This is an optimization exercise on Yosys and OpenROAD, whose aim is small area, a short achievable clock period and few clock cycles, not a production implementation. Function was checked by simulation only, so behaviour that the tests miss may differ from the original. No activity file was given, so power comes from the tool's default toggle rates.

==> run C <==
## tinyqv_top
module tinyqv_top (
    input         clk,
    input         rst_n,
    output [27:0] data_addr,
    output  [1:0] data_write_n,
    output  [1:0] data_read_n,
    output [31:0] data_out,
    input         data_ready,
    input  [31:0] data_in,
    input   [3:0] spi_data_in,
    output  [3:0] spi_data_out,
    output  [3:0] spi_data_oe,
    output        spi_clk_out,
    output        spi_flash_select,
    output        spi_ram_a_select,
    output        spi_ram_b_select
);
export LEC_CHECK = 0
export ABC_AREA = 1
export CAP_MARGIN = 20
export CORE_MARGIN = 2
export CORE_UTILIZATION = 40
export CTS_CLUSTER_DIAMETER = 60
export CTS_CLUSTER_SIZE = 25
export SLEW_MARGIN = 20
create_clock -name core_clock -period 15.0 [get_ports {clk}]
run.sh (not shown) runs the stock make flow with config.mk's settings and CLKGATE_MAP_FILE= SYNTH_SCRIPT=/design/flow/synth_recipe.tcl, a recipe that flattens the netlist after the stock synthesis.
==> run Y (differences from run C) <==
--- a/flow/design.v
+++ b/flow/design.v
@@ -368,21 +368,25 @@
         .rd(rd_de),
         .additional_mem_ops(additional_mem_ops_de),
         .mem_op_increment_reg(mem_op_increment_reg_de)
     );
     wire accept;                         
-    wire [23:1] target_de = pc_d + imm_de[23:1];
-    wire predict_de = is_jal_de || (is_branch_de && imm_de[31]);
+    wire [23:1] offset_de = (ibuf[1:0] == 2'b11) ?
+        (ibuf[3] ? {{4{ibuf[31]}}, ibuf[19:12], ibuf[20], ibuf[30:21]} :                       
+                   {{12{ibuf[31]}}, ibuf[7], ibuf[30:25], ibuf[11:8]}) :                       
+        (ibuf[14] ? {{16{ibuf[12]}}, ibuf[6:5], ibuf[2], ibuf[11:10], ibuf[4:3]} :             
+                    {{13{ibuf[12]}}, ibuf[8], ibuf[10:9], ibuf[6], ibuf[7], ibuf[2], ibuf[11], ibuf[5:3]});  
+    wire [23:1] target_de = pc_d + offset_de;
+    wire predict_de = is_jal_de || (is_branch_de && offset_de[23]);
     wire redirect;                       
     wire [23:1] redirect_target;
     wire [23:1] pc_next  = pc_d + {21'd0, instr_len_de};
     wire [CB-1:1] h_d   = pc_d[CB-1:1];
     wire [14:CB]  tag_d = pc_d[14:CB];
     wire [14:CB]  tag_d1 = tag_d + 1'b1;
-    wire [1:0]    step  = ibuf_valid ? instr_len_de : 2'd0;
-    wire [CB-1:0] hf0   = {1'b0, h_d} + {{(CB-2){1'b0}}, step};
-    wire [CB-1:0] hf1   = {1'b0, h_d} + {{(CB-2){1'b0}}, step} + 1'b1;
+    reg  [CB-1:0] hf0;
+    wire [CB-1:0] hf1   = hf0 + 1'b1;
     wire [14:CB]  tag_f0 = hf0[CB-1] ? tag_d1 : tag_d;
     wire [14:CB]  tag_f1 = hf1[CB-1] ? tag_d1 : tag_d;
     wire [CB-1:2] idx_o = hf0[CB-2:1];
     wire [CB-1:2] idx_e = hf1[CB-2:1];
     wire          swap  = hf0[0];
@@ -406,20 +410,27 @@
             else if (accept) pc_d <= predict_de ? target_de : pc_next;
             if (redirect || (accept && predict_de)) ibuf_valid <= 1'b0;
             else if (accept || !ibuf_valid)         ibuf_valid <= valid_f;
         end
     end
+    wire [CB-1:0] hf0_fill = {1'b0, hf0[CB-2:0]} + {{(CB-2){1'b0}}, valid_f ? (instr_f[1:0] == 2'b11 ? 2'd2 : 2'd1) : 2'd0};
+    always @(posedge clk) begin
+        if (!rstn)                        hf0 <= {CB{1'b0}};
+        else if (redirect)                hf0 <= {1'b0, redirect_target[CB-1:1]};
+        else if (accept && predict_de)    hf0 <= {1'b0, target_de[CB-1:1]};
+        else if (accept || !ibuf_valid)   hf0 <= hf0_fill;
+    end
     always @(posedge clk)
         if (accept || !ibuf_valid) ibuf <= instr_f;
     localparam F_IDLE = 2'd0;    
     localparam F_REQ  = 2'd1;    
     localparam F_RUN  = 2'd2;    
     reg [1:0]  fstate;
-    reg [23:1] stream_addr;
+    reg [14:1] stream_addr;              
     wire [15:0] hw_d = pc_d[1] ? cache_o[pc_d[CB-1:2]] : cache_e[pc_d[CB-1:2]];
     wire fetch_miss = !ibuf_valid && !(hit0_d && (hw_d[1:0] != 2'b11 || hit1_d));
-    wire [23:1] miss_addr = hit0_d ? pc_d2 : pc_d;
+    wire [14:1] miss_addr = hit0_d ? pc_d2[14:1] : pc_d[14:1];
     wire [14:1] stream_ahead = stream_addr[14:1] - pc_d[14:1];
     always @(posedge clk) begin
         if (!rstn) begin
             fstate <= F_IDLE;
         end else begin
@@ -434,11 +445,11 @@
                         fstate <= F_REQ;
                         stream_addr <= miss_addr;
                     end else if (instr_fetch_stopped) begin
                         fstate <= F_IDLE;
                     end else if (instr_ready) begin
-                        stream_addr <= stream_addr + 23'd1;
+                        stream_addr <= stream_addr + 14'd1;
                     end
                 end
             endcase
         end
     end
@@ -459,11 +470,11 @@
             end else begin
                 cache_v[stream_addr[CB-1:1]] <= 1'b1;
             end
         end
     end
-    assign instr_addr = stream_addr;
+    assign instr_addr = {9'd0, stream_addr};
     assign instr_fetch_restart = fstate == F_REQ;
     assign instr_fetch_stall = fstate == F_RUN && stream_ahead >= LIM;
     reg        e_valid;
     reg is_load, is_store, is_alu, is_lui, is_branch, is_jalr, is_jal, is_mul, is_czero, e_sub;
     reg [3:0] alu_op;
==> flow/flow/run.sh (new file) <==
#!/bin/bash
# The standard layout (standard.sh: standard synthesis, then ORFS to
# finish at the design's clock period and constraints), with clock tree
# synthesis told not to add dummy loads for balancing, and timing repair
# aiming for 10.5 ns of setup slack.
set -e
export CTS_ARGS="-sink_clustering_enable -repair_clock_nets -sink_clustering_size 25 -sink_clustering_max_diameter 60 -dont_use_dummy_load"
export SETUP_SLACK_MARGIN=10.5
bash standard.sh > standard.log 2>&1
==> flow/standard.sh (new file) <==
#!/bin/bash
# synth_recipe.tcl (not shown) runs the flow's synth.tcl, then flattens the netlist and writes it again
# the make line also repeats each setting of config.mk as NAME=value (left out here)
make -C /OpenROAD-flow-scripts/flow DESIGN_CONFIG=/design/flow/config.mk WORK_HOME=/design/flow/orfs CLKGATE_MAP_FILE= SYNTH_SCRIPT=/design/flow/synth_recipe.tcl "${@:-finish}"
removed: flow/run.sh
==> results.txt <==
	run Y	run C
Status	finished clean	finished clean
Post-CTS repair timing setup buffer count	82	0
CP Data Required Time	12.00 ns	15.57 ns
Share of synthesized cell area in full adder, half adder and majority cells	0.0274	0.0272
Pin slew with the least headroom to its limit	1.16 ns	1.21 ns
Num sequential	1404	1403
Met1 usage	0.483	0.482
Post-placement worst setup slack	9.33 ns	9.16 ns
Fraction of final layout cells sized beyond drive strength 1	0.0786	0.0600
Power Total	11500 uW	12000 uW
Fmax	204 MHz	167 MHz
Antenna fix cells	5	13
First-pass iteration count of the detailed router	8	7
Clock network latency to the later pin of the worst-skew pair	0.84 ns	0.85 ns
Start point of the worst hold path	i_tinyqv.mem.q_ctrl.read_cycles_count[1]$_SDFFE_PP0N_	i_tinyqv.mem.q_ctrl.spi_ram_b_select$_SDFFE_PP1P_
Post-CTS sizing	430	0
Multi-input gates	7038	7434
Setup slack of the critical path after layout	10.09 ns	9.00 ns
Crit path capture	data_read_n[1]	i_tinyqv.cpu.ibuf[13]$_DFFE_PP_
Number of DRC violations after detailed-routing iteration 0	12.8k	14.1k
Sw power	4330 uW	4780 uW
Die Span Y	460 um	462 um
Worst-path clk slew	0.07 ns	0.09 ns
Testbench counts of run C, summed over its fixed seeds: cycles 547,246.
Testbench counts of run Y, summed over its fixed seeds: cycles 547,246.

re-timing with driven ports:
The flow's constraints put no driver on any port. The routed layouts listed below were extracted and timed again, unchanged, in two steps.
Step 1, drivers: a clkbuf_16 drives clk and a buf_2 each remaining input, both assumed.
Step 2 also shifts input and output timing later by t, the mid clock arrival at the registers, as if the neighbouring blocks saw the same clock.
Slacks: ideal / step 1 / step 2; pairs: ideal / step 1.
run | t, ns | slack for setup (ns) | hold WS [ns] | worst setup path at the end
run C | 0.894 | 9.004 / 9.004 / 9.004 | 0.478 / 0.478 / 0.478 | register to register
run Y | 0.871 | 10.089 / 10.002 / 9.787 | 0.484 / 0.484 / 0.484 | input to register
After both steps every run listed still meets setup and hold. For run Y, which loses most, drivers alone change the setup slack by -0.087 ns; drivers and shift together by -0.302 ns.
